Source: an optimization exercise on an open RTL-to-GDS flow (aim: small area and a short achievable clock period). Production flows keep margins and buffers that such runs may drop.
The RTL was checked by simulation tests, not by an equivalence proof against the original design.
No activity file was given, so power comes from the tool's default toggle rates.

### flow/constraint.sdc
create_clock -name core_clock -period 5.0 [get_ports {clk}]
set_input_delay 1.0000 -clock core_clock [delete_from_list [all_inputs] [get_ports {clk}]]
set_output_delay 1.0000 -clock core_clock [all_outputs]
set_load 0.01 [all_outputs]
### flow/config.mk
export PLATFORM = sky130hd
export DESIGN_NAME = CPU
export DESIGN_NICKNAME = CPU
export VERILOG_FILES = /design/flow/design.v
export SDC_FILE = /design/flow/constraint.sdc
export NUM_CORES = 8
export LEC_CHECK = 0
export CAP_MARGIN = 20
export CORE_MARGIN = 2
export CORE_UTILIZATION = 40
export SETUP_SLACK_MARGIN = 3.0
export SLEW_MARGIN = 20
export TNS_END_PERCENT = 0
### flow/design.v
module ALU(
   input wire [31:0] p,       
   input wire [31:0] g,       
   input wire        cin,     
   input wire        m_c,     
   input wire        m_p,     
   input wire        m_g,     
   input wire        l2,      
   input wire        r2,      
   input wire        n2,      
   input wire        ones,    
   input wire        fill,    
   input wire        slt_s,   
   input wire        slt_u,   
   output wire [31:0] res
);
   wire g0c = g[0] | (p[0] & cin);
   wire G_1_0 = g[1] | (p[1] & g0c);
   wire G_3_2 = g[3] | (p[3] & g[2]);
   wire P_3_2 = p[3] & p[2];
   wire G_5_4 = g[5] | (p[5] & g[4]);
   wire P_5_4 = p[5] & p[4];
   wire G_7_6 = g[7] | (p[7] & g[6]);
   wire P_7_6 = p[7] & p[6];
   wire G_9_8 = g[9] | (p[9] & g[8]);
   wire P_9_8 = p[9] & p[8];
   wire G_11_10 = g[11] | (p[11] & g[10]);
   wire P_11_10 = p[11] & p[10];
   wire G_13_12 = g[13] | (p[13] & g[12]);
   wire P_13_12 = p[13] & p[12];
   wire G_15_14 = g[15] | (p[15] & g[14]);
   wire P_15_14 = p[15] & p[14];
   wire G_17_16 = g[17] | (p[17] & g[16]);
   wire P_17_16 = p[17] & p[16];
   wire G_19_18 = g[19] | (p[19] & g[18]);
   wire P_19_18 = p[19] & p[18];
   wire G_21_20 = g[21] | (p[21] & g[20]);
   wire P_21_20 = p[21] & p[20];
   wire G_23_22 = g[23] | (p[23] & g[22]);
   wire P_23_22 = p[23] & p[22];
   wire G_25_24 = g[25] | (p[25] & g[24]);
   wire P_25_24 = p[25] & p[24];
   wire G_27_26 = g[27] | (p[27] & g[26]);
   wire P_27_26 = p[27] & p[26];
   wire G_29_28 = g[29] | (p[29] & g[28]);
   wire P_29_28 = p[29] & p[28];
   wire G_31_30 = g[31] | (p[31] & g[30]);
   wire P_31_30 = p[31] & p[30];
   wire G_2_0 = g[2] | (p[2] & G_1_0);
   wire G_3_0 = G_3_2 | (P_3_2 & G_1_0);
   wire G_6_4 = g[6] | (p[6] & G_5_4);
   wire P_6_4 = p[6] & P_5_4;
   wire G_7_4 = G_7_6 | (P_7_6 & G_5_4);
   wire P_7_4 = P_7_6 & P_5_4;
   wire G_10_8 = g[10] | (p[10] & G_9_8);
   wire P_10_8 = p[10] & P_9_8;
   wire G_11_8 = G_11_10 | (P_11_10 & G_9_8);
   wire P_11_8 = P_11_10 & P_9_8;
   wire G_14_12 = g[14] | (p[14] & G_13_12);
   wire P_14_12 = p[14] & P_13_12;
   wire G_15_12 = G_15_14 | (P_15_14 & G_13_12);
   wire P_15_12 = P_15_14 & P_13_12;
   wire G_18_16 = g[18] | (p[18] & G_17_16);
   wire P_18_16 = p[18] & P_17_16;
   wire G_19_16 = G_19_18 | (P_19_18 & G_17_16);
   wire P_19_16 = P_19_18 & P_17_16;
   wire G_22_20 = g[22] | (p[22] & G_21_20);
   wire P_22_20 = p[22] & P_21_20;
   wire G_23_20 = G_23_22 | (P_23_22 & G_21_20);
   wire P_23_20 = P_23_22 & P_21_20;
   wire G_26_24 = g[26] | (p[26] & G_25_24);
   wire P_26_24 = p[26] & P_25_24;
   wire G_27_24 = G_27_26 | (P_27_26 & G_25_24);
   wire P_27_24 = P_27_26 & P_25_24;
   wire G_30_28 = g[30] | (p[30] & G_29_28);
   wire P_30_28 = p[30] & P_29_28;
   wire G_31_28 = G_31_30 | (P_31_30 & G_29_28);
   wire P_31_28 = P_31_30 & P_29_28;
   wire G_4_0 = g[4] | (p[4] & G_3_0);
   wire G_5_0 = G_5_4 | (P_5_4 & G_3_0);
   wire G_6_0 = G_6_4 | (P_6_4 & G_3_0);
   wire G_7_0 = G_7_4 | (P_7_4 & G_3_0);
   wire G_12_8 = g[12] | (p[12] & G_11_8);
   wire P_12_8 = p[12] & P_11_8;
   wire G_13_8 = G_13_12 | (P_13_12 & G_11_8);
   wire P_13_8 = P_13_12 & P_11_8;
   wire G_14_8 = G_14_12 | (P_14_12 & G_11_8);
   wire P_14_8 = P_14_12 & P_11_8;
   wire G_15_8 = G_15_12 | (P_15_12 & G_11_8);
   wire P_15_8 = P_15_12 & P_11_8;
   wire G_20_16 = g[20] | (p[20] & G_19_16);
   wire P_20_16 = p[20] & P_19_16;
   wire G_21_16 = G_21_20 | (P_21_20 & G_19_16);
   wire P_21_16 = P_21_20 & P_19_16;
   wire G_22_16 = G_22_20 | (P_22_20 & G_19_16);
   wire P_22_16 = P_22_20 & P_19_16;
   wire G_23_16 = G_23_20 | (P_23_20 & G_19_16);
   wire P_23_16 = P_23_20 & P_19_16;
   wire G_28_24 = g[28] | (p[28] & G_27_24);
   wire P_28_24 = p[28] & P_27_24;
   wire G_29_24 = G_29_28 | (P_29_28 & G_27_24);
   wire P_29_24 = P_29_28 & P_27_24;
   wire G_30_24 = G_30_28 | (P_30_28 & G_27_24);
   wire P_30_24 = P_30_28 & P_27_24;
   wire G_31_24 = G_31_28 | (P_31_28 & G_27_24);
   wire P_31_24 = P_31_28 & P_27_24;
   wire G_8_0 = g[8] | (p[8] & G_7_0);
   wire G_9_0 = G_9_8 | (P_9_8 & G_7_0);
   wire G_10_0 = G_10_8 | (P_10_8 & G_7_0);
   wire G_11_0 = G_11_8 | (P_11_8 & G_7_0);
   wire G_12_0 = G_12_8 | (P_12_8 & G_7_0);
   wire G_13_0 = G_13_8 | (P_13_8 & G_7_0);
   wire G_14_0 = G_14_8 | (P_14_8 & G_7_0);
   wire G_15_0 = G_15_8 | (P_15_8 & G_7_0);
   wire G_24_16 = g[24] | (p[24] & G_23_16);
   wire P_24_16 = p[24] & P_23_16;
   wire G_25_16 = G_25_24 | (P_25_24 & G_23_16);
   wire P_25_16 = P_25_24 & P_23_16;
   wire G_26_16 = G_26_24 | (P_26_24 & G_23_16);
   wire P_26_16 = P_26_24 & P_23_16;
   wire G_27_16 = G_27_24 | (P_27_24 & G_23_16);
   wire P_27_16 = P_27_24 & P_23_16;
   wire G_28_16 = G_28_24 | (P_28_24 & G_23_16);
   wire P_28_16 = P_28_24 & P_23_16;
   wire G_29_16 = G_29_24 | (P_29_24 & G_23_16);
   wire P_29_16 = P_29_24 & P_23_16;
   wire G_30_16 = G_30_24 | (P_30_24 & G_23_16);
   wire P_30_16 = P_30_24 & P_23_16;
   wire G_31_16 = G_31_24 | (P_31_24 & G_23_16);
   wire P_31_16 = P_31_24 & P_23_16;
   wire G_16_0 = g[16] | (p[16] & G_15_0);
   wire G_17_0 = G_17_16 | (P_17_16 & G_15_0);
   wire G_18_0 = G_18_16 | (P_18_16 & G_15_0);
   wire G_19_0 = G_19_16 | (P_19_16 & G_15_0);
   wire G_20_0 = G_20_16 | (P_20_16 & G_15_0);
   wire G_21_0 = G_21_16 | (P_21_16 & G_15_0);
   wire G_22_0 = G_22_16 | (P_22_16 & G_15_0);
   wire G_23_0 = G_23_16 | (P_23_16 & G_15_0);
   wire G_24_0 = G_24_16 | (P_24_16 & G_15_0);
   wire G_25_0 = G_25_16 | (P_25_16 & G_15_0);
   wire G_26_0 = G_26_16 | (P_26_16 & G_15_0);
   wire G_27_0 = G_27_16 | (P_27_16 & G_15_0);
   wire G_28_0 = G_28_16 | (P_28_16 & G_15_0);
   wire G_29_0 = G_29_16 | (P_29_16 & G_15_0);
   wire G_30_0 = G_30_16 | (P_30_16 & G_15_0);
   wire G_31_0 = G_31_16 | (P_31_16 & G_15_0);
   wire [31:0] c;    
   assign c[0] = cin;
   assign c[1] = g0c;
   assign c[2] = G_1_0;
   assign c[3] = G_2_0;
   assign c[4] = G_3_0;
   assign c[5] = G_4_0;
   assign c[6] = G_5_0;
   assign c[7] = G_6_0;
   assign c[8] = G_7_0;
   assign c[9] = G_8_0;
   assign c[10] = G_9_0;
   assign c[11] = G_10_0;
   assign c[12] = G_11_0;
   assign c[13] = G_12_0;
   assign c[14] = G_13_0;
   assign c[15] = G_14_0;
   assign c[16] = G_15_0;
   assign c[17] = G_16_0;
   assign c[18] = G_17_0;
   assign c[19] = G_18_0;
   assign c[20] = G_19_0;
   assign c[21] = G_20_0;
   assign c[22] = G_21_0;
   assign c[23] = G_22_0;
   assign c[24] = G_23_0;
   assign c[25] = G_24_0;
   assign c[26] = G_25_0;
   assign c[27] = G_26_0;
   assign c[28] = G_27_0;
   assign c[29] = G_28_0;
   assign c[30] = G_29_0;
   assign c[31] = G_30_0;
   wire [31:0] s0 = ({32{g[3]}} & {p[30:0], 1'b0}) | ({32{g[4]}} & {fill, p[31:1]})
                  | ({32{g[5]}} & p);
   wire [31:0] s1 = ({32{g[6]}} & {s0[29:0], 2'b0}) | ({32{g[7]}} & {{2{fill}}, s0[31:2]})
                  | ({32{g[8]}} & s0);
   wire [31:0] sh = ({32{l2}} & {s1[27:0], 4'b0}) | ({32{r2}} & {{4{fill}}, s1[31:4]})
                  | ({32{n2}} & s1);
   wire [31:0] other = ({32{m_p}} & p) | ({32{m_g}} & g)
                     | sh | {32{ones}};
   wire [31:0] x0 = ({32{m_c}} &  p) | other;
   wire [31:0] x1 = ({32{m_c}} & ~p) | other;
   wire [31:0] r = (c & x1) | (~c & x0);
   wire lt = p[31] ? ~c[31] : (g[31] ^ slt_u);
   assign res = {r[31:1], r[0] | ((slt_s | slt_u) & lt)};
endmodule
module CPU(
   input wire        clk,
   input wire        rstn,
   input wire [31:0] operand_a,
   input wire [31:0] operand_b,
   input wire [2:0]  operation,
   input wire        logic_arithmetic,
   input wire        add_sub,
   output reg [31:0] alu_out
);
   wire is_add  = (operation == 3'd0) & ~add_sub;
   wire is_sub  = (operation == 3'd0) &  add_sub;
   wire is_sll  = (operation == 3'd1);
   wire is_slt  = (operation == 3'd2);
   wire is_sltu = (operation == 3'd3);
   wire is_xor  = (operation == 3'd4);
   wire is_sr   = (operation == 3'd5);
   wire is_sra  = is_sr & logic_arithmetic;
   wire is_and  = (operation == 3'd6);
   wire is_or   = (operation == 3'd7);
   wire big     = |operand_b[31:5];
   wire sub     = is_sub | is_slt | is_sltu;
   wire shift   = is_sll | is_sr;
   wire fill_in = is_sra & operand_a[31];
   wire        l4 = operand_b[4] & is_sll, r4 = operand_b[4] & is_sr;
   wire        n4 = ~(operand_b[4] & shift);
   wire [31:0] t1 = ({32{l4}} & {operand_a[15:0], 16'd0})
                  | ({32{r4}} & {{16{fill_in}}, operand_a[31:16]})
                  | ({32{n4}} & operand_a);
   wire        l3 = operand_b[3] & is_sll, r3 = operand_b[3] & is_sr;
   wire        n3 = ~(operand_b[3] & shift);
   wire [31:0] t2 = ({32{l3}} & {t1[23:0], 8'd0})
                  | ({32{r3}} & {{8{fill_in}}, t1[31:8]})
                  | ({32{n3}} & t1);
   wire [31:0] bx = (operand_b ^ {32{sub}}) & {32{~shift}};
   wire [8:0] sh_ctl = {~operand_b[1], operand_b[1] & ~is_sll, operand_b[1] & is_sll,
                        ~operand_b[0], operand_b[0] & ~is_sll, operand_b[0] & is_sll,
                        operand_b[2:0]};
   reg [31:0] rp, rg;
   always @(posedge clk) begin
      rp <= t2 ^ bx;
      rg <= (operand_a & bx) | ({23'd0, sh_ctl} & {32{shift}});
   end
   reg cin, m_c, m_p, m_g, l2, r2, n2, ones, fill, slt_s, slt_u;
   always @(posedge clk or negedge rstn) begin
      if (!rstn) begin
         {cin, m_c, m_p, m_g, l2, r2, n2, ones, fill, slt_s, slt_u} <= 11'd0;
      end else begin
         cin   <= sub;
         m_c   <= is_add | is_sub;
         m_p   <= is_xor | is_or;
         m_g   <= is_and | is_or;
         l2    <= is_sll & operand_b[2] & ~big;
         r2    <= is_sr & operand_b[2] & ~big;
         n2    <= shift & ~operand_b[2] & ~big;
         ones  <= is_sra & big;
         fill  <= fill_in;
         slt_s <= is_slt;
         slt_u <= is_sltu;
      end
   end
   wire [31:0] alu_res;
   ALU u_ALU (
      .p(rp), .g(rg), .cin(cin), .m_c(m_c), .m_p(m_p), .m_g(m_g),
      .l2(l2), .r2(r2), .n2(n2), .ones(ones), .fill(fill), .slt_s(slt_s), .slt_u(slt_u),
      .res(alu_res)
   );
   always @(posedge clk or negedge rstn) begin
      if (!rstn) alu_out <= 32'd0;
      else       alu_out <= alu_res;
   end
endmodule
### flow/standard.sh
#!/bin/bash
# synth_recipe.tcl (not shown) runs the flow's synth.tcl, then flattens the netlist and writes it again
# the make line also repeats each setting of config.mk as NAME=value (left out here)
make -C /OpenROAD-flow-scripts/flow DESIGN_CONFIG=/design/flow/config.mk WORK_HOME=/design/flow/orfs CLKGATE_MAP_FILE= SYNTH_SCRIPT=/design/flow/synth_recipe.tcl "${@:-finish}"
### flow/flow/speed.abc
strash
dch -f
map
topo
buffer -p
upsize -D 1300
dnsize -D 1300
stime -p
### flow/flow/run.sh
#!/bin/bash
# Layout flow: the standard ORFS flow (standard.sh) with these changes:
#  - synthesis keeps the shift-select and decode wires listed in KEEP as
#    nets of their own, so ABC maps each of them as its own gate (the
#    registers, and all else in synthesis, are the standard synthesis's);
#  - ABC maps the logic with flow/speed.abc (delay-driven map with area
#    recovery, buffering and gate sizing) instead of ORFS's abc_speed script;
#  - the port buffers are buf_1 cells instead of buffer_ports' default pick;
set -euo pipefail
W=$(pwd)
KEEP="l4 r4 n4 l3 r3 n3 sub shift is_sll is_sr"
sed -e 's|log_cmd abc {\*}$abc_args|log_cmd abc -script '"$W"'/flow/speed.abc {*}[lrange $abc_args 2 end]|' \
    -e 's|^hierarchy -check -top $::env(DESIGN_NAME)$|&\nforeach w {'"$KEEP"'} { setattr -set keep 1 $::env(DESIGN_NAME)/w:$w }|' \
  "$FLOW_HOME/scripts/synth.tcl" > "$W/synth_mod.tcl"
grep -q "flow/speed.abc" "$W/synth_mod.tcl"
grep -q "setattr -set keep 1" "$W/synth_mod.tcl"
sed "s|\$::env(SCRIPTS_DIR)/synth.tcl|$W/synth_mod.tcl|" synth_recipe.tcl > "$W/synth_top.tcl"
grep -q "synth_mod.tcl" "$W/synth_top.tcl"
bash standard.sh SYNTH_SCRIPT="$W/synth_top.tcl" ABC_CLOCK_PERIOD_IN_PS=1200 \
  BUFFER_PORTS_ARGS="-buffer_cell sky130_fd_sc_hd__buf_1" finish > "$W/flow_make.log" 2>&1
==> results of run 1 <==
==> area by class of cell <==
cell class                      instances  area (um2)
Fill cell                            1953        9480
Multi-Input combinational cell        846        4970
Sequential cell                       107        2370
Timing Repair Buffer                  152         920
Inverter                              102         440
Tap cell                              234         293
Clock buffer                           10         239
Clock inverter                          6        65.1
==> cells by family (layout without fill, tap and decap cells) <==
family / Yosys count / after routing / synth area share (%)
simple gates: 421 / 433 / 24.1
compound gates: 403 / 404 / 35.0
buf+inv: 171 / 270 / 9.15
flops: 107 / 107 / 30.7
xor+xnor: 9 / 9 / 1.03
==> worst max-delay path, stage by stage <==
cell and delay (ns):
buf_6 0.15, inv_8 0.13, o21ai_4 0.08, buf_12 0.16
nor2_2 0.29, a21oi_1 0.19, a221oi_1 0.28, a21oi_1 0.07
==> layer usage <==
layer	vias up	wire, um
met5	-	0
met4	0	1200
met3	78	3120
met2	588	13200
met1	4140	13400
li1	4196	-
==> state kept, by name (all words and copies together) (netlist names) <==
| register | flops |
|---|---|
| m_g | 1 |
| l2 | 1 |
| r2 | 1 |
| slt_s | 1 |
| n2 | 1 |
| rp | 32 |
| cin | 1 |
| rg | 32 |
| m_p | 1 |
| m_c | 1 |
| alu_out | 32 |
| ones | 1 |
| slt_u | 1 |
| fill | 1 |
==> stage by stage <==
stage	instance area (um2)	utilization, %	std cells	hold slack [ns]	power [mW]
4_1_cts	9100	48.5	1451	0.592	2.73
5_1_grt	9290	49.5	1457	0.621	2.92
2_1_floorplan	7740	-	1111	0.489	1.65
3_5_place_dp	8170	43.6	1391	0.577	1.92
3_3_place_gp	8170	43.6	1391	0.547	1.92
6_report	9290	49.5	1457	0.599	2.76
==> timing repair <==
item | in CTS | in global routing
pin swaps | 23 | 14
endpoints found under the setup margin | 90 | 73
resized for setup | 72 | 36
hold buffers | 0 | 0
setup buffers | 30 | 6
gates cloned | 14 | 0
==> worst min path at each step <==
stage,endpoint,cells past startpoint
finish,alu_out[1]$_DFF_PN0_,2
detailed placement,alu_out[1]$_DFF_PN0_,2
CTS,alu_out[17]$_DFF_PN0_,3
global route,alu_out[0]$_DFF_PN0_,2
floorplan,alu_out[16]$_DFF_PN0_,2
global placement,alu_out[0]$_DFF_PN0_,2
==> cells in the final DEF, fill, tap and decap left out, types with 5 or more instances in the layout <==
| master | instances |
|---|---|
| dfxtp_2 | 8 |
| clkbuf_16 | 9 |
| buf_6 | 7 |
| nor3_1 | 10 |
| buf_12 | 9 |
| nor2_4 | 14 |
| a21oi_1 | 58 |
| nand3_1 | 40 |
| nand4_1 | 11 |
| nor2_2 | 6 |
| inv_1 | 88 |
| a22o_1 | 9 |
| dfrtp_1 | 42 |
| a21oi_2 | 16 |
| and3_1 | 8 |
| nor4_1 | 7 |
| xor2_1 | 9 |
| nand2_2 | 5 |
| nand3_2 | 5 |
| a22oi_1 | 81 |
| nand2_1 | 230 |
| inv_2 | 6 |
| o21a_1 | 9 |
| a211oi_1 | 8 |
| dfxtp_1 | 56 |
| o21ai_1 | 50 |
| o2111ai_1 | 6 |
| buf_4 | 36 |
| a221oi_1 | 35 |
| o21ai_0 | 57 |
| o22ai_1 | 9 |
| buf_1 | 96 |
| o21ai_2 | 6 |
| nor2_1 | 82 |
| o211ai_1 | 23 |
==> power by group through the flow <==
stage          Clock, mW  Combinational, mW  Sequential [mW]
4_1_cts            0.756              0.894             1.08
2_1_floorplan          0              0.574             1.07
3_5_place_dp           0              0.821             1.10
5_1_grt            0.795               1.02             1.10
3_3_place_gp           0              0.819             1.10
6_report           0.738              0.929             1.09
==> impl_metrics.py, run 1 <==
metrics = {
    "clock_network": {
        "ctsLongestPathBuffers": 2,
        "numCtsBuffers": 9,
        "htreeDepth": 3,
        "cts_sinks": 107,
        "root_buffer": "clkbuf_16",
        "clk-insertion-delay-late_ns": 0.36,
        "clkSlewWorstSetupHoldPaths_ns": 0.08,
        "cts_tree": "built",
    },
    "grt": {
        "met2_usage_pct": 45.9,
        "gr-usage-met1_pct": 44.8,
        "top_usage_layer": "met2",
        "grt_overflow": 0,
        "antenna_found_initial": 0,
        "grt_pass1_wl_mm": 48.3,
        "use_met3_pct": 4.81,
        "grt_pass1_vias": 8211,
        "grt_start_max_net_pins": 44,
        "grt_usage_pct": 30.9,
    },
    "final_layout": {
        "syn_to_final_growth_pct": 21.0,
        "antenna_cells": 0,
        "drive_gt1_share_pct": 14.6,
        "nNetsFinal": 1289,
    },
    "die": {
        "coreArea_mm2": 0.0188,
        "io-pin-count": 103,
        "die_w_um": 143,
        "die_h_um": 143,
        "start_util_pct": 40.9,
        "row_count": 50,
        "dieArea_mm2": 0.0203,
    },
    "sta": {
        "tns_ns": 0,
        "final-hold-violation-count": 0,
        "min_period_over_period_pct": 42.4,
        "finalSetupViolCount": 0,
        "max-slew-margin-rel_pct": 59.3,
        "skew_ns": 0.0100,
        "worst_slew_pin_slew_ns": 0.611,
        "final.min_clock_period_ns": 2.12,
        "rsz0062_at_grt": "yes",
        "fmax_ghz": 0.471,
        "slew_viol_final": 0,
        "fin_ws_ns": 2.88,
    },
    "worst_setup_path": {
        "worstPathMaxFanout": 11,
        "crit_required_ns": 5.24,
        "cp-start-kind": "input pin",
        "timing.rr.start": "m_p$_DFF_PN0_",
        "critPathLaunch": "operation[2]",
        "cp.arrival_ns": 2.37,
        "crit_path_end": "rp[2]$_DFF_P_",
        "endpoint_kind": "flip-flop",
        "rr_endpoint": "alu_out[22]$_DFF_PN0_",
        "r2r_slack_ns": 2.95,
        "ff2ff_path_depth": 6,
        "path_class": "in2reg",
    },
    "synthesis": {
        "syn_nets": 1182,
        "syn_inst": 1111,
        "yosys.area.top_type_share_pct": 16.7,
        "synth_area_mm2": 0.00768,
        "ys_seq_area_share_pct": 30.7,
        "synth-edff-count": 0,
        "avgSynthCellArea_um2": 6.91,
        "ys.flop_type": "dfxtp_1",
        "yosysWarningCount": 1,
        "ys_top_cells_by_area": "dfxtp_1 (17%), dfrtp_1 (14%), nand2_1 (11%)",
        "async_reset_ff_share_pct": 40.2,
        "ys_ff_latch": 107,
        "synth.distinct_cells": 59,
        "synth_top_cells_by_count": "nand2_1 (233), inv_1 (90), nor2_1 (86)",
        "yosysTopAreaCell": "dfxtp_1",
        "yosysMostFrequentCell": "nand2_1",
    },
    "power_and_ir_drop": {
        "p_seq_share_pct": 39.5,
        "p_comb_share_pct": 33.7,
        "power.leakage_nw": 3.93,
        "p_clk_share_pct": 26.8,
        "swShare_pct": 40.0,
        "p_sw_mw": 1.10,
        "powerDensity_mw_per_mm2": 297,
        "intPower_mw": 1.66,
        "ir_drop_v": 0.000156,
    },
    "drt": {
        "drc": 0,
        "routed-via-count": 9002,
        "ant_nets": 0,
        "first_pass_iters": 6,
        "drt_iter0_drc": 1277,
        "drt-vias-per-instance": 6.18,
        "wl_per_cell_um": 21.2,
        "wl_mm": 30.9,
    },
    "placed_design": {
        "place.gp.congestion": 0.938,
        "io_buffers": 102,
        "pre_cts_ws_ns": 1.27,
        "hpwlAfterDp_mm": 21.5,
    },
    "min_path": {
        "hold_path_class": "reg2reg",
        "worstHoldStart": "rg[1]$_DFF_P_",
    },
    "job": {
        "drv_cap": 0,
    },
    "outcome": {
        "status": "timing/DRC/antenna clean",
    },
}
==> run 2: changes to the inputs <==
--- a/flow/design.v
+++ b/flow/design.v
@@ -216,11 +216,14 @@
    wire shift   = is_sll | is_sr;
    wire fill_in = is_sra & operand_a[31];
-   wire        l4 = operand_b[4] & is_sll, r4 = operand_b[4] & is_sr;
-   wire        n4 = ~(operand_b[4] & shift);
+   wire        l4, r4, n4, l3, r3, n3;
+   AND4BB u_l4 (.A_N(operation[2]), .B_N(operation[1]), .C(operation[0]), .D(operand_b[4]), .X(l4));
+   AND4B  u_r4 (.A_N(operation[1]), .B(operation[2]), .C(operation[0]), .D(operand_b[4]), .X(r4));
+   NAND3B u_n4 (.A_N(operation[1]), .B(operation[0]), .C(operand_b[4]), .Y(n4));
+   AND4BB u_l3 (.A_N(operation[2]), .B_N(operation[1]), .C(operation[0]), .D(operand_b[3]), .X(l3));
+   AND4B  u_r3 (.A_N(operation[1]), .B(operation[2]), .C(operation[0]), .D(operand_b[3]), .X(r3));
+   NAND3B u_n3 (.A_N(operation[1]), .B(operation[0]), .C(operand_b[3]), .Y(n3));
    wire [31:0] t1 = ({32{l4}} & {operand_a[15:0], 16'd0})
                   | ({32{r4}} & {{16{fill_in}}, operand_a[31:16]})
                   | ({32{n4}} & operand_a);
-   wire        l3 = operand_b[3] & is_sll, r3 = operand_b[3] & is_sr;
-   wire        n3 = ~(operand_b[3] & shift);
    wire [31:0] t2 = ({32{l3}} & {t1[23:0], 8'd0})
                   | ({32{r3}} & {{8{fill_in}}, t1[31:8]})
@@ -264,2 +267,11 @@
    end
 endmodule
+module AND4BB(input wire A_N, input wire B_N, input wire C, input wire D, output wire X);
+   assign X = ~A_N & ~B_N & C & D;
+endmodule
+module AND4B(input wire A_N, input wire B, input wire C, input wire D, output wire X);
+   assign X = ~A_N & B & C & D;
+endmodule
+module NAND3B(input wire A_N, input wire B, input wire C, output wire Y);
+   assign Y = ~(~A_N & B & C);
+endmodule
==> flow/flow/run.sh (replaced) <==
#!/bin/bash
# Layout flow: the standard ORFS flow (standard.sh) with these changes:
#  - synthesis maps the RTL's decode gate modules (AND4BB, AND4B, NAND3B)
#    to single library cells with flow/cells_map.v before flattening (the
#    registers, and all else in synthesis, are the standard synthesis's);
#  - ABC maps the logic with flow/speed.abc (delay-driven map with area
#    recovery, buffering and gate sizing) instead of ORFS's abc_speed script;
#  - the port buffers are buf_1 cells instead of buffer_ports' default pick;
set -euo pipefail
W=$(pwd)
sed -e 's|log_cmd abc {\*}$abc_args|log_cmd abc -script '"$W"'/flow/speed.abc {*}[lrange $abc_args 2 end]|' \
    -e 's|^hierarchy -check -top $::env(DESIGN_NAME)$|&\ntechmap -map '"$W"'/flow/cells_map.v\nhierarchy -check -top $::env(DESIGN_NAME)|' \
  "$FLOW_HOME/scripts/synth.tcl" > "$W/synth_mod.tcl"
grep -q "flow/speed.abc" "$W/synth_mod.tcl"
grep -q "flow/cells_map.v" "$W/synth_mod.tcl"
sed "s|\$::env(SCRIPTS_DIR)/synth.tcl|$W/synth_mod.tcl|" synth_recipe.tcl > "$W/synth_top.tcl"
grep -q "synth_mod.tcl" "$W/synth_top.tcl"
bash standard.sh SYNTH_SCRIPT="$W/synth_top.tcl" ABC_CLOCK_PERIOD_IN_PS=1200 \
  BUFFER_PORTS_ARGS="-buffer_cell sky130_fd_sc_hd__buf_1" finish > "$W/flow_make.log" 2>&1
==> flow/flow/cells_map.v (new file) <==
// Maps the RTL's decode gates to single library cells.
module AND4BB(input A_N, input B_N, input C, input D, output X);
  sky130_fd_sc_hd__and4bb_1 _TECHMAP_REPLACE_ (.A_N(A_N), .B_N(B_N), .C(C), .D(D), .X(X));
endmodule
module AND4B(input A_N, input B, input C, input D, output X);
  sky130_fd_sc_hd__and4b_1 _TECHMAP_REPLACE_ (.A_N(A_N), .B(B), .C(C), .D(D), .X(X));
endmodule
module NAND3B(input A_N, input B, input C, output Y);
  sky130_fd_sc_hd__nand3b_1 _TECHMAP_REPLACE_ (.A_N(A_N), .B(B), .C(C), .Y(Y));
endmodule
==> run 2 against run 1 <==
- utilization is essentially flat
- clock-buffer cell count shrank 1
- clock power shrank 2%
- final area grew 0.30%
- setup slack gained 0.045 ns
- critical path depth is the same
- via count shrank 2.1%
- still clean on timing, DRC and antenna
- combinational power grew 9.8%
- worst hold slack lost 0.022 ns
- die area grew 0.52%
- critical endpoint is now rp[18]$_DFF_P_
- first-iteration DRC count grew 7.3%
- fmax grew 2.2%
==> impl_metrics.py, run 2 <==
metrics = {
    "synthesis": {
        "ys_ff_latch": 107,
        "ys.flop_type": "dfxtp_1",
        "ys_top_cells_by_area": "dfxtp_1 (17%), dfrtp_1 (14%), a22oi_1 (11%)",
        "yosys.area.top_type_share_pct": 16.6,
        "synth_area_mm2": 0.00772,
        "yosysMostFrequentCell": "nand2_1",
        "yosysWarningCount": 1,
        "synth_top_cells_by_count": "nand2_1 (224), a22oi_1 (117), inv_1 (107)",
        "synth.distinct_cells": 58,
        "ys_seq_area_share_pct": 30.5,
        "avgSynthCellArea_um2": 6.92,
        "yosysTopAreaCell": "dfxtp_1",
        "syn_inst": 1116,
        "syn_nets": 1187,
        "synth-edff-count": 0,
        "async_reset_ff_share_pct": 40.2,
    },
    "sta": {
        "finalSetupViolCount": 0,
        "skew_ns": 0.00880,
        "tns_ns": 0,
        "final-hold-violation-count": 0,
        "fmax_ghz": 0.481,
        "max-slew-margin-rel_pct": 31.9,
        "worst_slew_pin_slew_ns": 1.02,
        "slew_viol_final": 0,
        "final.min_clock_period_ns": 2.08,
        "holdWs_ns": 0.578,
        "rsz0062_at_grt": "yes",
        "fin_ws_ns": 2.92,
        "min_period_over_period_pct": 41.5,
    },
    "worst_setup_path": {
        "cp_common_cell": "a22oi_2",
        "path_class": "in2reg",
        "cp.arrival_ns": 2.33,
        "cp_num_buf_inv": 2,
        "cp_slowest_cell": "nand3b_1",
        "max_stage_delay_ns": 0.28,
        "critical_path.top_delay_family": "simple AND/OR/NAND/NOR gates",
        "cp-start-kind": "input pin",
        "endpoint_kind": "flip-flop",
        "worstPathMaxFanout": 5,
        "crit_required_ns": 5.25,
        "worstPathCellList": "buf_12, nand3b_1, buf_4, a22oi_2, nand2_2, a22oi_2, nand2_1, xor2_1",
    },
    "clock_network": {
        "clkSlewWorstSetupHoldPaths_ns": 0.08,
        "cts_tree": "built",
        "cts_sinks": 107,
        "htreeDepth": 3,
        "numCtsBuffers": 9,
        "cts_hold_buf": 0,
        "root_buffer": "clkbuf_16",
        "clk-insertion-delay-late_ns": 0.37,
        "ctsLongestPathBuffers": 2,
    },
    "final_layout": {
        "multi_input_area_mm2": 0.00502,
        "nNetsFinal": 1280,
        "drive_gt1_share_pct": 14.4,
        "register_area_mm2": 0.00237,
        "finish.instance_area_mm2": 0.00932,
        "utilization_pct": 49.5,
        "final_cell_mix": "nand2_1 (214), inv_1 (102), a22oi_1 (98), buf_1 (97), nor2_1 (78)",
        "syn_to_final_growth_pct": 20.7,
        "antenna_cells": 0,
        "final_cells": 1474,
        "final_common_cell": "nand2_1",
        "fillers": 1977,
        "reg_top3": "alu_out: 32 flops, rg: 32 flops, rp: 32 flops",
    },
    "grt": {
        "grt_start_max_net_pins": 44,
        "grt_pass1_wl_mm": 45.7,
        "antenna_found_initial": 0,
        "grt_usage_pct": 29.0,
        "grt_pass1_vias": 8060,
        "grt_overflow": 0,
    },
    "drt": {
        "wl_per_cell_um": 20.3,
        "drt_iter0_drc": 1370,
        "wl_mm": 30.0,
        "first_pass_iters": 7,
        "routed-via-count": 8813,
        "ant_nets": 0,
        "drt-vias-per-instance": 5.98,
        "drc": 0,
    },
    "placed_design": {
        "place.gp.congestion": 0.967,
        "dpl.cell_count": 1423,
        "hpwlAfterDp_mm": 20.8,
        "pre_cts_ws_ns": 1.67,
        "io_buffers": 102,
        "place_area_mm2": 0.00825,
    },
    "die": {
        "die_w_um": 143,
        "die_h_um": 143,
        "coreArea_mm2": 0.0188,
        "start_util_pct": 41.0,
        "dieArea_mm2": 0.0204,
        "io-pin-count": 103,
        "row_count": 50,
    },
    "power_and_ir_drop": {
        "powerDensity_mw_per_mm2": 311,
        "ir_drop_v": 0.000170,
        "finalPower_mw": 2.89,
        "power.leakage_nw": 4.02,
    },
    "job": {
        "drv_cap": 0,
    },
    "min_path": {
        "hold_path_class": "reg2reg",
    },
    "outcome": {
        "status": "timing/DRC/antenna clean",
    },
}
==> run 2: report_power, final <==
part           total (mW)  switching, mW  internal (mW)
registers            1.15          0.160          0.986
logic                1.02          0.663          0.359
clock network       0.726          0.374          0.352
==> run 2: logic make-up after synthesis <==
family | after synthesis | share of synthesized area [%]
and+or+nand+nor | 396 | 22.3
AOI/OAI and AO/OA | 392 | 33.4
buffers and inverters | 183 | 9.49
DFF | 107 | 30.5
xor gates and xnor gates | 38 | 4.31
==> run 2: repair_timing <==
| item | in CTS | in global routing |
|---|---|---|
| cloned | 6 | 2 |
| pin swaps | 17 | 29 |
| endpoints found under the setup margin | 95 | 89 |
| buffers inserted | 21 | 6 |
| gates resized for setup | 67 | 65 |
==> run 2: worst paths after layout <==
path                                 start               endpoint  slack [ns]  cells after the start
max in group asynchronous             rstn           n2$_DFF_PN0_        3.88                      2
setup reg to reg             rg[5]$_DFF_P_  alu_out[23]$_DFF_PN0_        3.00                     11
min in group asynchronous             rstn   alu_out[5]$_DFF_PN0_        0.71                      2
hold / removal             slt_s$_DFF_PN0_   alu_out[0]$_DFF_PN0_        0.58                      2
hold reg to reg            slt_s$_DFF_PN0_   alu_out[0]$_DFF_PN0_        0.58                      2
setup / recovery              operation[1]         rp[18]$_DFF_P_        2.92                      8
==> run 2: worst register-to-register path: stages (launching register included) <==
cell,delay [ns]
dfxtp_2,0.40
buf_12,0.19
clkinvlp_4,0.17
nand2_1,0.10
nand3_1,0.09
nand2_1,0.12
a21oi_4,0.06
o21bai_4,0.27
buf_4,0.21
nand3_1,0.09
o211ai_1,0.10
nand2_1,0.08
==> run 2: final cells by class <==
type / instances / area share [%]
repair buffers: 144 / 9.01
flip-flops and latches: 107 / 25.5
well taps: 260 / 3.49
clock buffers: 9 / 2.42
repair inverters: 1 / 0.0671
clock inverters: 7 / 0.738
multi-input cells: 831 / 53.9
inverters: 115 / 4.95
==> run 2: per-layer routing <==
layer	global-route usage, %	vias to the layer above	part of all wire (%)
met5	0	-	0
met4	12.6	0	4.0
met3	4.93	87	10
met2	41.9	602	43
met1	42.2	3994	43
li1	-	4130	-
==> run 3: changes to the inputs <==
--- a/flow/design.v
+++ b/flow/design.v
@@ -178,17 +178,51 @@
    assign c[30] = G_29_0;
    assign c[31] = G_30_0;
-   wire [31:0] s0 = ({32{g[3]}} & {p[30:0], 1'b0}) | ({32{g[4]}} & {fill, p[31:1]})
-                  | ({32{g[5]}} & p);
-   wire [31:0] s1 = ({32{g[6]}} & {s0[29:0], 2'b0}) | ({32{g[7]}} & {{2{fill}}, s0[31:2]})
-                  | ({32{g[8]}} & s0);
-   wire [31:0] sh = ({32{l2}} & {s1[27:0], 4'b0}) | ({32{r2}} & {{4{fill}}, s1[31:4]})
-                  | ({32{n2}} & s1);
-   wire [31:0] other = ({32{m_p}} & p) | ({32{m_g}} & g)
-                     | sh | {32{ones}};
+   wire [31:0] s0n, s1, shn;
+   wire        nfill = ~fill;
+   genvar k;
+   generate for (k = 0; k < 32; k = k + 1) begin : sv
+      if (k == 0)
+         A22OI  m0 (.A1(g[4]), .A2(p[1]), .B1(g[5]), .B2(p[0]), .Y(s0n[k]));
+      else if (k == 31)
+         A222OI m0 (.A1(g[3]), .A2(p[30]), .B1(g[4]), .B2(fill), .C1(g[5]), .C2(p[31]), .Y(s0n[k]));
+      else
+         A222OI m0 (.A1(g[3]), .A2(p[k-1]), .B1(g[4]), .B2(p[k+1]), .C1(g[5]), .C2(p[k]), .Y(s0n[k]));
+      if (k < 2)
+         A221OI m1 (.A1(g[7]), .A2(s0n[k+2]), .B1(g[8]), .B2(s0n[k]), .C1(g[6]), .Y(s1[k]));
+      else if (k >= 30)
+         A222OI m1 (.A1(g[6]), .A2(s0n[k-2]), .B1(g[7]), .B2(nfill), .C1(g[8]), .C2(s0n[k]), .Y(s1[k]));
+      else
+         A222OI m1 (.A1(g[6]), .A2(s0n[k-2]), .B1(g[7]), .B2(s0n[k+2]), .C1(g[8]), .C2(s0n[k]), .Y(s1[k]));
+      if (k < 4)
+         A22OI  m2 (.A1(r2), .A2(s1[k+4]), .B1(n2), .B2(s1[k]), .Y(shn[k]));
+      else if (k >= 28)
+         A222OI m2 (.A1(l2), .A2(s1[k-4]), .B1(r2), .B2(fill), .C1(n2), .C2(s1[k]), .Y(shn[k]));
+      else
+         A222OI m2 (.A1(l2), .A2(s1[k-4]), .B1(r2), .B2(s1[k+4]), .C1(n2), .C2(s1[k]), .Y(shn[k]));
+   end endgenerate
+   wire [31:0] other = ({32{m_p}} & p) | ({32{m_g}} & g);
    wire [31:0] x0 = ({32{m_c}} &  p) | other;
    wire [31:0] x1 = ({32{m_c}} & ~p) | other;
-   wire [31:0] r = (c & x1) | (~c & x0);
+   wire [31:0] r = (c & x1) | (~c & x0) | {32{ones}};
    wire lt = p[31] ? ~c[31] : (g[31] ^ slt_u);
-   assign res = {r[31:1], r[0] | ((slt_s | slt_u) & lt)};
+   wire [31:0] m = {r[31:1], r[0] | ((slt_s | slt_u) & lt)};
+   genvar q;
+   generate for (q = 0; q < 32; q = q + 1) begin : fin
+      NAND2 u_f (.A(shn[q]), .B(~m[q]), .Y(res[q]));
+   end endgenerate
+endmodule
+module A222OI(input wire A1, input wire A2, input wire B1, input wire B2,
+              input wire C1, input wire C2, output wire Y);
+   assign Y = ~((A1 & A2) | (B1 & B2) | (C1 & C2));
+endmodule
+module A221OI(input wire A1, input wire A2, input wire B1, input wire B2,
+              input wire C1, output wire Y);
+   assign Y = ~((A1 & A2) | (B1 & B2) | C1);
+endmodule
+module A22OI(input wire A1, input wire A2, input wire B1, input wire B2, output wire Y);
+   assign Y = ~((A1 & A2) | (B1 & B2));
+endmodule
+module NAND2(input wire A, input wire B, output wire Y);
+   assign Y = ~(A & B);
 endmodule
 module CPU(
@@ -223,9 +257,13 @@
    AND4B  u_r3 (.A_N(operation[1]), .B(operation[2]), .C(operation[0]), .D(operand_b[3]), .X(r3));
    NAND3B u_n3 (.A_N(operation[1]), .B(operation[0]), .C(operand_b[3]), .Y(n3));
+   wire        sra_d, f4, f3;
+   AND4B  u_sra (.A_N(operation[1]), .B(operation[2]), .C(operation[0]), .D(logic_arithmetic), .X(sra_d));
+   AND3   u_f4  (.A(sra_d), .B(operand_b[4]), .C(operand_a[31]), .X(f4));
+   AND3   u_f3  (.A(sra_d), .B(operand_b[3]), .C(operand_a[31]), .X(f3));
    wire [31:0] t1 = ({32{l4}} & {operand_a[15:0], 16'd0})
-                  | ({32{r4}} & {{16{fill_in}}, operand_a[31:16]})
+                  | {{16{f4}}, {16{r4}} & operand_a[31:16]}
                   | ({32{n4}} & operand_a);
    wire [31:0] t2 = ({32{l3}} & {t1[23:0], 8'd0})
-                  | ({32{r3}} & {{8{fill_in}}, t1[31:8]})
+                  | {{8{f3}}, {24{r3}} & t1[31:8]}
                   | ({32{n3}} & t1);
    wire [31:0] bx = (operand_b ^ {32{sub}}) & {32{~shift}};
@@ -270,4 +308,7 @@
    assign X = ~A_N & ~B_N & C & D;
 endmodule
+module AND3(input wire A, input wire B, input wire C, output wire X);
+   assign X = A & B & C;
+endmodule
 module AND4B(input wire A_N, input wire B, input wire C, input wire D, output wire X);
    assign X = ~A_N & B & C & D;
--- a/flow/flow/run.sh
+++ b/flow/flow/run.sh
@@ -1,5 +1,6 @@
 #!/bin/bash
 # Layout flow: the standard ORFS flow (standard.sh) with these changes:
-#  - synthesis maps the RTL's decode gate modules (AND4BB, AND4B, NAND3B)
+#  - synthesis maps the RTL's gate modules (AND3, AND4B, AND4BB, NAND3B,
+#    A22OI, A221OI, A222OI, NAND2)
 #    to single library cells with flow/cells_map.v before flattening (the
 #    registers, and all else in synthesis, are the standard synthesis's);
--- a/flow/flow/cells_map.v
+++ b/flow/flow/cells_map.v
@@ -9,2 +9,17 @@
   sky130_fd_sc_hd__nand3b_1 _TECHMAP_REPLACE_ (.A_N(A_N), .B(B), .C(C), .Y(Y));
 endmodule
+module A222OI(input A1, input A2, input B1, input B2, input C1, input C2, output Y);
+  sky130_fd_sc_hd__a222oi_1 _TECHMAP_REPLACE_ (.A1(A1), .A2(A2), .B1(B1), .B2(B2), .C1(C1), .C2(C2), .Y(Y));
+endmodule
+module A221OI(input A1, input A2, input B1, input B2, input C1, output Y);
+  sky130_fd_sc_hd__a221oi_1 _TECHMAP_REPLACE_ (.A1(A1), .A2(A2), .B1(B1), .B2(B2), .C1(C1), .Y(Y));
+endmodule
+module A22OI(input A1, input A2, input B1, input B2, output Y);
+  sky130_fd_sc_hd__a22oi_1 _TECHMAP_REPLACE_ (.A1(A1), .A2(A2), .B1(B1), .B2(B2), .Y(Y));
+endmodule
+module NAND2(input A, input B, output Y);
+  sky130_fd_sc_hd__nand2_1 _TECHMAP_REPLACE_ (.A(A), .B(B), .Y(Y));
+endmodule
+module AND3(input A, input B, input C, output X);
+  sky130_fd_sc_hd__and3_1 _TECHMAP_REPLACE_ (.A(A), .B(B), .C(C), .X(X));
+endmodule
==> run 3 against run 2 <==
- sequential share of layout area is 0.85 points higher
- sequential power hardly changed
- via count hardly changed
- clock skew is 0.0018 ns higher
- global-route usage is 0.49 points lower
- cell count is 8.5% lower
- critical endpoint is now rp[13]$_DFF_P_
==> impl_metrics.py, run 3 <==
metrics = {
    "outcome": {
        "status": "timing/DRC/antenna clean",
    },
    "power_and_ir_drop": {
        "powerDensity_mw_per_mm2": 320,
        "p_comb_share_pct": 35.3,
        "power.leakage_nw": 3.83,
        "ir_drop_v": 0.000179,
        "p_clk_share_pct": 24.7,
        "intPower_mw": 1.76,
        "finalPower_mw": 2.93,
        "p_seq_share_pct": 40.0,
        "p_sw_mw": 1.18,
        "swShare_pct": 40.1,
    },
    "synthesis": {
        "avgSynthCellArea_um2": 7.47,
        "ys.flop_type": "dfxtp_1",
        "ys_top_cells_by_area": "dfxtp_1 (17%), dfrtp_1 (15%), a222oi_1 (12%)",
        "syn_nets": 1052,
        "synth_top_cells_by_count": "inv_1 (126), nand2_1 (123), a21oi_1 (108)",
        "synth-edff-count": 0,
        "synth_area_mm2": 0.00732,
        "ys_ff_latch": 107,
        "yosysWarningCount": 1,
        "yosys.area.top_type_share_pct": 17.5,
        "yosysTopAreaCell": "dfxtp_1",
        "yosysMostFrequentCell": "inv_1",
        "syn_inst": 981,
        "ys_seq_area_share_pct": 32.2,
        "async_reset_ff_share_pct": 40.2,
        "synth.distinct_cells": 46,
    },
    "sta": {
        "slew_viol_final": 0,
        "rsz0062_at_grt": "yes",
        "finalSetupViolCount": 0,
        "fin_ws_ns": 2.92,
        "tns_ns": 0,
        "final.min_clock_period_ns": 2.08,
        "final-hold-violation-count": 0,
        "fmax_ghz": 0.480,
        "min_period_over_period_pct": 41.7,
        "worst_slew_pin_slew_ns": 1.04,
        "skew_ns": 0.0106,
        "max-slew-margin-rel_pct": 30.8,
    },
    "worst_setup_path": {
        "cp_slowest_cell": "and4b_2",
        "worstPathMaxFanout": 8,
        "cp-start-kind": "input pin",
        "path_class": "in2reg",
        "max_stage_delay_ns": 0.27,
        "crit_required_ns": 5.28,
        "rr_endpoint": "alu_out[31]$_DFF_PN0_",
        "cp.arrival_ns": 2.36,
        "timing.rr.start": "rg[4]$_DFF_P_",
        "worstPathCellList": "buf_12, and4b_2, and3_4, a21oi_2, o21ai_2, a22oi_1, nand2_1, xnor2_1",
        "r2r_slack_ns": 2.95,
        "ff2ff_path_depth": 5,
        "endpoint_kind": "flip-flop",
    },
    "die": {
        "die_h_um": 139,
        "coreArea_mm2": 0.0180,
        "dieArea_mm2": 0.0194,
        "start_util_pct": 40.8,
        "row_count": 49,
        "io-pin-count": 103,
        "die_w_um": 139,
    },
    "placed_design": {
        "dpl.cell_count": 1282,
        "pre_cts_ws_ns": 1.97,
        "place.gp.congestion": 0.910,
        "hpwlAfterDp_mm": 19.5,
        "io_buffers": 102,
    },
    "grt": {
        "grt_overflow": 0,
        "antenna_found_initial": 0,
        "grt_start_max_net_pins": 44,
        "grt_usage_pct": 28.5,
        "grt_pass1_wl_mm": 43.7,
        "grt_pass1_vias": 7666,
    },
    "final_layout": {
        "nNetsFinal": 1186,
        "fillers": 1746,
        "final_cells": 1349,
        "register_area_mm2": 0.00241,
        "reg_top3": "alu_out: 32 flops, rg: 32 flops, rp: 32 flops",
        "syn_to_final_growth_pct": 25.1,
        "final_cell_mix": "nand2_1 (121), inv_1 (119), a21oi_1 (96), buf_1 (96), a222oi_1 (89)",
        "utilization_pct": 51.0,
        "multi_input_area_mm2": 0.00474,
        "final_common_cell": "nand2_1",
        "drive_gt1_share_pct": 16.9,
        "antenna_cells": 0,
    },
    "clock_network": {
        "cts_tree": "built",
        "root_buffer": "clkbuf_16",
        "cts_hold_buf": 0,
        "numCtsBuffers": 9,
        "ctsLongestPathBuffers": 2,
        "clkSlewWorstSetupHoldPaths_ns": 0.08,
        "cts_sinks": 107,
        "clk-insertion-delay-late_ns": 0.37,
        "htreeDepth": 3,
    },
    "drt": {
        "ant_nets": 0,
        "drt_iter0_drc": 1778,
        "wl_per_cell_um": 21.7,
        "routed-via-count": 8812,
        "drt-vias-per-instance": 6.53,
        "wl_mm": 29.3,
        "drc": 0,
        "first_pass_iters": 12,
    },
    "job": {
        "drv_cap": 0,
    },
    "min_path": {
        "worstHoldStart": "rg[1]$_DFF_P_",
        "holdPathStages": 2,
        "hold_path_class": "reg2reg",
        "whs_endpoint": "alu_out[1]$_DFF_PN0_",
    },
}
==> run 3: cells by family (layout without fill, tap and decap cells) <==
group | Yosys count | after routing | share of synthesized area [%]
compound gates | 438 | 440 | 41.5
flops | 107 | 107 | 32.2
xor+xnor | 32 | 32 | 3.83
simple gates | 239 | 240 | 13.7
buf+inv | 165 | 301 | 8.75
==> run 3: through the flow <==
| stage | hold WS [ns] | instance area, um2 |
|---|---|---|
| finish | 0.575 | 9160 |
| global route | 0.621 | 9160 |
| floorplan | 0.460 | 7340 |
| detailed placement | 0.534 | 7910 |
| global placement | 0.522 | 7910 |
| CTS | 0.562 | 8560 |
==> run 3: worst max-delay path by stage <==
stage / from / end / cells past startpoint
finish: operation[2] / rp[13]$_DFF_P_ / 8
global route: operation[2] / rp[13]$_DFF_P_ / 8
floorplan: logic_arithmetic / rp[31]$_DFF_P_ / 7
detailed placement: operation[1] / rp[26]$_DFF_P_ / 6
CTS: operation[1] / rp[25]$_DFF_P_ / 7
global placement: operation[1] / rp[27]$_DFF_P_ / 6
==> run 3: power groups by stage <==
stage / registers, mW / clock network, mW / logic [mW]
2_1_floorplan: 1.14 / 0 / 0.560
3_3_place_gp: 1.19 / 0 / 0.810
3_5_place_dp: 1.18 / 0 / 0.817
4_1_cts: 1.17 / 0.731 / 0.876
5_1_grt: 1.19 / 0.773 / 1.12
6_report: 1.17 / 0.723 / 1.04
==> run 3: final cells by class <==
class	count	share of cell area [%]
Clock inverter	6	0.587
Inverter	128	5.45
Timing Repair Buffer	155	10.1
Clock buffer	10	2.61
Timing Repair inverter	2	0.164
Tap cell	229	3.13
Multi-Input combinational cell	712	51.7
Sequential cell	107	26.3
==> run 3: repair_timing <==
item / in CTS / in global routing
pin swaps: 6 / 42
buffers inserted: 11 / 34
resized for setup: 76 / 90
gates cloned: 5 / 1
endpoints found under the setup margin: 100 / 79
==> run 3: worst max-delay path, delay by kind of cell <==
family / cells / cell delay, ns
buf+inv: 1 / 0.11
simple gates: 3 / 0.59
compound gates: 3 / 0.44
xor+xnor: 1 / 0.21
==> run 3: layer usage <==
| layer | part of all wire (%) | up-vias | global-route usage, % |
|---|---|---|---|
| li1 | - | 3996 | - |
| met1 | 40 | 4004 | 40.9 |
| met2 | 43 | 713 | 42.7 |
| met3 | 13 | 99 | 5.88 |
| met4 | 3.8 | 0 | 9.52 |
| met5 | 0 | - | 0 |
==> run 4: changes to the inputs <==
--- a/flow/design.v
+++ b/flow/design.v
@@ -257,14 +257,22 @@
    AND4B  u_r3 (.A_N(operation[1]), .B(operation[2]), .C(operation[0]), .D(operand_b[3]), .X(r3));
    NAND3B u_n3 (.A_N(operation[1]), .B(operation[0]), .C(operand_b[3]), .Y(n3));
-   wire        sra_d, f4, f3;
+   wire        sra_d, f4;
    AND4B  u_sra (.A_N(operation[1]), .B(operation[2]), .C(operation[0]), .D(logic_arithmetic), .X(sra_d));
    AND3   u_f4  (.A(sra_d), .B(operand_b[4]), .C(operand_a[31]), .X(f4));
-   AND3   u_f3  (.A(sra_d), .B(operand_b[3]), .C(operand_a[31]), .X(f3));
-   wire [31:0] t1 = ({32{l4}} & {operand_a[15:0], 16'd0})
-                  | {{16{f4}}, {16{r4}} & operand_a[31:16]}
-                  | ({32{n4}} & operand_a);
-   wire [31:0] t2 = ({32{l3}} & {t1[23:0], 8'd0})
-                  | {{8{f3}}, {24{r3}} & t1[31:8]}
-                  | ({32{n3}} & t1);
+   wire [31:0] t1n, t2;
+   wire        rnf3 = r3 & ~fill_in;
+   genvar k;
+   generate for (k = 0; k < 32; k = k + 1) begin : sv
+      if (k < 16)
+         A22OI  m1 (.A1(r4), .A2(operand_a[k+16]), .B1(n4), .B2(operand_a[k]), .Y(t1n[k]));
+      else
+         A221OI m1 (.A1(l4), .A2(operand_a[k-16]), .B1(n4), .B2(operand_a[k]), .C1(f4), .Y(t1n[k]));
+      if (k < 8)
+         A221OI m2 (.A1(r3), .A2(t1n[k+8]), .B1(n3), .B2(t1n[k]), .C1(l3), .Y(t2[k]));
+      else if (k >= 24)
+         A221OI m2 (.A1(l3), .A2(t1n[k-8]), .B1(n3), .B2(t1n[k]), .C1(rnf3), .Y(t2[k]));
+      else
+         A222OI m2 (.A1(l3), .A2(t1n[k-8]), .B1(r3), .B2(t1n[k+8]), .C1(n3), .C2(t1n[k]), .Y(t2[k]));
+   end endgenerate
    wire [31:0] bx = (operand_b ^ {32{sub}}) & {32{~shift}};
    wire [8:0] sh_ctl = {~operand_b[1], operand_b[1] & ~is_sll, operand_b[1] & is_sll,
==> run 4 against run 3 <==
- power is 5.0% lower
- worst hold slack improved by 0.052 ns
- final area decreased by 6.3%
- global-route usage fell by 0.61 points
- clock skew fell by 0.0013 ns
- combinational power down 9%
- critical endpoint is now rp[23]$_DFF_P_
- largest power group unchanged
- highest routed layer unchanged
==> impl_metrics.py, run 4 <==
metrics = {
    "outcome": {
        "status": "timing/DRC/antenna clean",
    },
    "sta": {
        "slew_viol_final": 0,
        "rsz0062_at_grt": "yes",
        "holdWs_ns": 0.627,
        "skew_ns": 0.00927,
        "fin_ws_ns": 2.77,
        "final.min_clock_period_ns": 2.23,
        "tns_ns": 0,
        "worst_slew_pin_slew_ns": 1.11,
        "max-slew-margin-rel_pct": 25.9,
        "finalSetupViolCount": 0,
        "final-hold-violation-count": 0,
        "min_period_over_period_pct": 44.6,
        "fmax_ghz": 0.448,
    },
    "final_layout": {
        "multi_input_area_mm2": 0.00449,
        "final_cells": 1273,
        "utilization_pct": 48.1,
        "nNetsFinal": 1110,
        "syn_to_final_growth_pct": 19.2,
        "register_area_mm2": 0.00238,
        "final_common_cell": "inv_1",
        "fillers": 1762,
        "antenna_cells": 0,
        "drive_gt1_share_pct": 9.67,
        "final_cell_mix": "inv_1 (120), a222oi_1 (105), buf_1 (97), nand2_1 (94), a21oi_1 (88)",
        "reg_top3": "alu_out: 32 flops, rg: 32 flops, rp: 32 flops",
    },
    "synthesis": {
        "synth_top_cells_by_count": "inv_1 (123), a222oi_1 (105), nand2_1 (96)",
        "synth_area_mm2": 0.00720,
        "ys_seq_area_share_pct": 32.7,
        "ys_top_cells_by_area": "dfxtp_1 (18%), dfrtp_1 (15%), a222oi_1 (15%)",
        "avgSynthCellArea_um2": 7.80,
        "yosysMostFrequentCell": "inv_1",
        "syn_inst": 923,
        "synth.distinct_cells": 46,
        "yosysWarningCount": 1,
        "ys_ff_latch": 107,
        "ys.flop_type": "dfxtp_1",
        "synth-edff-count": 0,
        "yosysTopAreaCell": "dfxtp_1",
        "yosys.area.top_type_share_pct": 17.8,
        "async_reset_ff_share_pct": 40.2,
        "syn_nets": 994,
    },
    "worst_setup_path": {
        "cp.arrival_ns": 2.52,
        "crit_path_end": "rp[23]$_DFF_P_",
        "timing.rr.start": "m_p$_DFF_PN0_",
        "cp-start-kind": "input pin",
        "worstPathMaxFanout": 8,
        "path_class": "in2reg",
        "crit_required_ns": 5.29,
        "rr_endpoint": "alu_out[14]$_DFF_PN0_",
        "ff2ff_path_depth": 6,
        "r2r_slack_ns": 2.84,
        "endpoint_kind": "flip-flop",
        "critPathLaunch": "operation[1]",
    },
    "clock_network": {
        "clk-insertion-delay-late_ns": 0.36,
        "root_buffer": "clkbuf_16",
        "cts_sinks": 107,
        "clkSlewWorstSetupHoldPaths_ns": 0.07,
        "htreeDepth": 3,
        "numCtsBuffers": 9,
        "ctsLongestPathBuffers": 2,
        "cts_tree": "built",
    },
    "die": {
        "start_util_pct": 40.4,
        "die_h_um": 138,
        "coreArea_mm2": 0.0178,
        "row_count": 49,
        "io-pin-count": 103,
        "die_w_um": 138,
        "dieArea_mm2": 0.0191,
    },
    "drt": {
        "drc": 0,
        "first_pass_iters": 13,
        "wl_per_cell_um": 21.5,
        "wl_mm": 27.4,
        "drt-vias-per-instance": 6.62,
        "routed-via-count": 8422,
        "ant_nets": 0,
        "drt_iter0_drc": 1576,
    },
    "placed_design": {
        "place.gp.congestion": 0.919,
        "pre_cts_ws_ns": 1.53,
        "io_buffers": 102,
        "dpl.cell_count": 1238,
        "hpwlAfterDp_mm": 19.1,
    },
    "grt": {
        "gr-usage-met1_pct": 41.4,
        "grt_overflow": 0,
        "grt_usage_pct": 27.9,
        "grt_start_max_net_pins": 45,
        "top_usage_layer": "met2",
        "grt_pass1_wl_mm": 42.7,
        "met2_usage_pct": 41.4,
        "use_met3_pct": 4.71,
        "antenna_found_initial": 0,
        "grt_pass1_vias": 7449,
    },
    "power_and_ir_drop": {
        "powerDensity_mw_per_mm2": 325,
        "power.leakage_nw": 3.56,
        "ir_drop_v": 0.000172,
    },
    "min_path": {
        "hold_path_class": "reg2reg",
    },
    "job": {
        "drv_cap": 0,
    },
}
-- run 4: cell count changes after synthesis, sizes merged, moves of 17 or more --
cell,delta
o22ai,-17
a21oi,-17
nand2,-27
a221oi,+24
-- run 4: cells by family (layout without fill, tap and decap cells) --
group / after synthesis / after routing / synth area share, %
flops: 107 / 107 / 32.7
xor+xnor: 33 / 33 / 4.01
simple gates: 214 / 217 / 12.5
buf+inv: 150 / 268 / 8.12
compound gates: 419 / 419 / 42.6
-- run 4: cell type report --
cell class	instances	area share (%)
Sequential cell	107	27.7
Clock buffer	11	2.71
Tap cell	229	3.34
Clock inverter	5	0.437
Inverter	125	5.60
Timing Repair inverter	2	0.175
Multi-Input combinational cell	669	52.4
Timing Repair Buffer	125	7.68
-- run 4: worst max-delay path: stages --
cell and delay, ns:
buf_12 0.11, and4b_1 0.32, and3_4 0.30, a221oi_2 0.07, a222oi_1 0.55, xnor2_1 0.18
-- run 4: how the worst min path moves through the flow --
stage	cells after the start	to	slack [ns]	from
global route	2	alu_out[1]$_DFF_PN0_	0.67	rg[1]$_DFF_P_
detailed placement	2	alu_out[1]$_DFF_PN0_	0.58	rg[1]$_DFF_P_
floorplan	2	alu_out[1]$_DFF_PN0_	0.46	rg[1]$_DFF_P_
global placement	2	alu_out[1]$_DFF_PN0_	0.59	rg[1]$_DFF_P_
CTS	2	alu_out[1]$_DFF_PN0_	0.61	rg[1]$_DFF_P_
finish	2	alu_out[1]$_DFF_PN0_	0.63	rg[1]$_DFF_P_
-- run 4: metal layers --
metal	up-vias	share of wire, %	routed length (um)
met5	-	0	0
met4	0	2.9	783
li1	3857	-	-
met1	3850	42	11600
met2	658	43	11700
met3	57	12	3320
-- run 4: per-stage QoR --
step                power [mW]  cell area [um2]
floorplan                 1.72             7200
global placement          2.03             7820
detailed placement        2.03             7820
CTS                       2.76             8530
global route              2.93             8580
finish                    2.79             8580
-- run 4: report_power, final --
part	internal [mW]	switching (mW)
logic	0.351	0.593
clock network	0.342	0.327
registers	0.986	0.187
-- run 4: what timing repair did --
item	in CTS	in global routing
gates resized for setup	71	15
hold buffers	0	0
setup buffers	13	0
setup endpoints to repair	98	96
pin swaps	9	3
gates cloned	6	0
==> run 5: changes to the inputs <==
--- a/flow/config.mk
+++ b/flow/config.mk
@@ -8,5 +8,5 @@
 export CAP_MARGIN = 20
 export CORE_MARGIN = 2
-export CORE_UTILIZATION = 40
+export CORE_UTILIZATION = 38
 export SETUP_SLACK_MARGIN = 3.0
 export SLEW_MARGIN = 20
==> run 5 against run 4 <==
- highest routed layer unchanged
- register-to-register slack better by 0.12 ns
- via count up 0.76%
- wire length up 3.5%
- final area up 2.4%
- power up 3.5%
- clock power up 7.9%
- critical path type unchanged
- clock-buffer cell count down 2
- first-iteration DRC count down 1.6%
- still clean on timing, DRC and antenna
- global-route usage down 0.083 points
==> impl_metrics.py, run 5 <==
metrics = {
    "final_layout": {
        "syn_to_final_growth_pct": 22.1,
        "utilization_pct": 47.2,
        "final_cells": 1281,
        "antenna_cells": 0,
        "nNetsFinal": 1113,
        "register_area_mm2": 0.00240,
        "multi_input_area_mm2": 0.00458,
        "fillers": 1857,
        "finish.instance_area_mm2": 0.00879,
        "final_common_cell": "inv_1",
        "final_cell_mix": "inv_1 (119), a222oi_1 (105), buf_1 (97), nand2_1 (95), a21oi_1 (88)",
        "drive_gt1_share_pct": 13.3,
        "reg_top3": "alu_out: 32 flops, rg: 32 flops, rp: 32 flops",
    },
    "clock_network": {
        "clkSlewWorstSetupHoldPaths_ns": 0.08,
        "cts_tree": "built",
        "numCtsBuffers": 9,
        "root_buffer": "clkbuf_16",
        "clk-insertion-delay-late_ns": 0.37,
        "cts_sinks": 107,
        "ctsLongestPathBuffers": 2,
        "htreeDepth": 3,
        "cts_hold_buf": 0,
    },
    "grt": {
        "grt_start_max_net_pins": 64,
        "grt_usage_pct": 27.8,
        "antenna_found_initial": 1,
        "grt_overflow": 0,
        "grt_pass1_vias": 7517,
        "grt_pass1_wl_mm": 43.3,
    },
    "power_and_ir_drop": {
        "powerDensity_mw_per_mm2": 328,
        "power.leakage_nw": 3.61,
        "finalPower_mw": 2.88,
        "ir_drop_v": 0.000177,
    },
    "drt": {
        "wl_mm": 28.3,
        "first_pass_iters": 11,
        "drt_iter0_drc": 1551,
        "wl_per_cell_um": 22.1,
        "drc": 0,
        "routed-via-count": 8486,
        "ant_nets": 0,
        "drt-vias-per-instance": 6.62,
    },
    "die": {
        "die_w_um": 142,
        "coreArea_mm2": 0.0186,
        "io-pin-count": 103,
        "start_util_pct": 38.6,
        "die_h_um": 142,
        "row_count": 50,
        "dieArea_mm2": 0.0201,
    },
    "sta": {
        "final-hold-violation-count": 0,
        "final.min_clock_period_ns": 2.16,
        "rsz0062_at_grt": "yes",
        "finalSetupViolCount": 0,
        "skew_ns": 0.0121,
        "tns_ns": 0,
        "fin_ws_ns": 2.84,
        "holdWs_ns": 0.599,
        "fmax_ghz": 0.463,
        "slew_viol_final": 0,
        "worst_slew_pin_slew_ns": 1.08,
        "min_period_over_period_pct": 43.2,
        "max-slew-margin-rel_pct": 28.2,
    },
    "synthesis": {
        "synth_area_mm2": 0.00720,
        "synth.distinct_cells": 46,
        "yosysMostFrequentCell": "inv_1",
        "synth-edff-count": 0,
        "synth_top_cells_by_count": "inv_1 (123), a222oi_1 (105), nand2_1 (96)",
        "yosysWarningCount": 1,
        "avgSynthCellArea_um2": 7.80,
        "ys_ff_latch": 107,
        "async_reset_ff_share_pct": 40.2,
        "syn_nets": 994,
        "ys.flop_type": "dfxtp_1",
        "yosysTopAreaCell": "dfxtp_1",
        "yosys.area.top_type_share_pct": 17.8,
        "ys_top_cells_by_area": "dfxtp_1 (18%), dfrtp_1 (15%), a222oi_1 (15%)",
        "ys_seq_area_share_pct": 32.7,
        "syn_inst": 923,
    },
    "worst_setup_path": {
        "path_class": "in2reg",
        "cp.arrival_ns": 2.40,
        "worstPathMaxFanout": 8,
        "crit_required_ns": 5.24,
        "cp-start-kind": "input pin",
        "endpoint_kind": "flip-flop",
    },
    "job": {
        "drv_cap": 0,
    },
    "placed_design": {
        "place.gp.congestion": 0.955,
        "hpwlAfterDp_mm": 19.7,
        "pre_cts_ws_ns": 1.85,
        "io_buffers": 102,
        "dpl.cell_count": 1243,
        "place_area_mm2": 0.00784,
    },
    "min_path": {
        "hold_path_class": "reg2reg",
    },
    "outcome": {
        "status": "timing/DRC/antenna clean",
    },
}
run 5: path summary, 6_finish.rpt:
kind	from	depth (start not counted)	slack, ns	end
max reg2reg	cin$_DFF_PN0_	9	2.96	alu_out[8]$_DFF_PN0_
min in group asynchronous	rstn	2	0.69	m_g$_DFF_PN0_
min reg2reg	rg[1]$_DFF_P_	2	0.60	alu_out[1]$_DFF_PN0_
max in group asynchronous	rstn	2	3.91	alu_out[20]$_DFF_PN0_
max	operation[1]	6	2.84	rp[11]$_DFF_P_
min	rg[1]$_DFF_P_	2	0.60	alu_out[1]$_DFF_PN0_
run 5: final cells by class:
cell class,count,area share [%]
multi-input cells,668,52.1
flip-flops and latches,107,27.4
repair buffers,129,8.15
inverters,125,5.51
well taps,234,3.33
clock buffers,9,2.56
clock inverters,7,0.797
repair inverters,2,0.171
run 5: where the power goes:
group	internal [mW]	total, mW	switching, mW
logic	0.363	0.967	0.604
registers	0.993	1.20	0.203
clock network	0.353	0.722	0.370
run 5: metal layers:
metal	routed length [um]	global-route usage, %
met1	12100	40.5
met3	3370	5.70
met5	0	0
met4	829	9.05
met2	12000	41.1
run 5: worst max-delay path, stage by stage:
cell and delay [ns]:
buf_12 0.11, and4b_2 0.32, and3_4 0.31, a221oi_2 0.09
a222oi_1 0.42, xnor2_1 0.14
run 5: timing repair:
item / 4_1_cts / 5_1_grt
setup buffers: 12 / 5
gates resized for setup: 97 / 42
setup endpoints to repair: 98 / 90
cloned: 4 / 1
pin swaps: 19 / 12
run 5: logic make-up after synthesis:
| kind of cell | share of synthesized area [%] |
|---|---|
| buf+inv | 8.12 |
| xor+xnor | 4.01 |
| flops | 32.7 |
| simple gates | 12.5 |
| compound gates | 42.6 |

## afterwards: timing with drivers on the ports
Ports are ideal in the flow. The routed layouts listed here were re-timed in OpenROAD.
Step 1 assumes that a clkbuf_16 drives the clock port and a buf_2 every other input.
Step 2 also shifts input and output timing later by t, the mid clock arrival at the registers, as if the neighbouring blocks saw the same clock.
Slacks: ideal ports / drivers / drivers and shift; pairs: ideal ports / drivers.
| run | shift t [ns] | setup WS [ns] | clock arrival spread, ns | slew at the worst register clock pin (ns) | pins driven straight from the clock port |
|---|---|---|---|---|---|
| run 1 | 0.401 | 2.878 / 2.888 / 2.487 | 0.011 / 0.010 | 0.08 / 0.08 | 1 |
| run 2 | 0.408 | 2.923 / 2.895 / 2.487 | 0.009 / 0.009 | 0.08 / 0.08 | 1 |
| run 3 | 0.412 | 2.917 / 2.915 / 2.502 | 0.010 / 0.011 | 0.08 / 0.08 | 1 |
| run 4 | 0.399 | 2.769 / 2.737 / 2.338 | 0.009 / 0.009 | 0.07 / 0.07 | 1 |
| run 5 | 0.403 | 2.842 / 2.813 / 2.410 | 0.012 / 0.012 | 0.08 / 0.08 | 1 |
After both steps setup and hold are still met in every run listed. The setup slack of run 2, which loses most, moves by -0.028 ns with the drivers and by -0.436 ns with both steps.
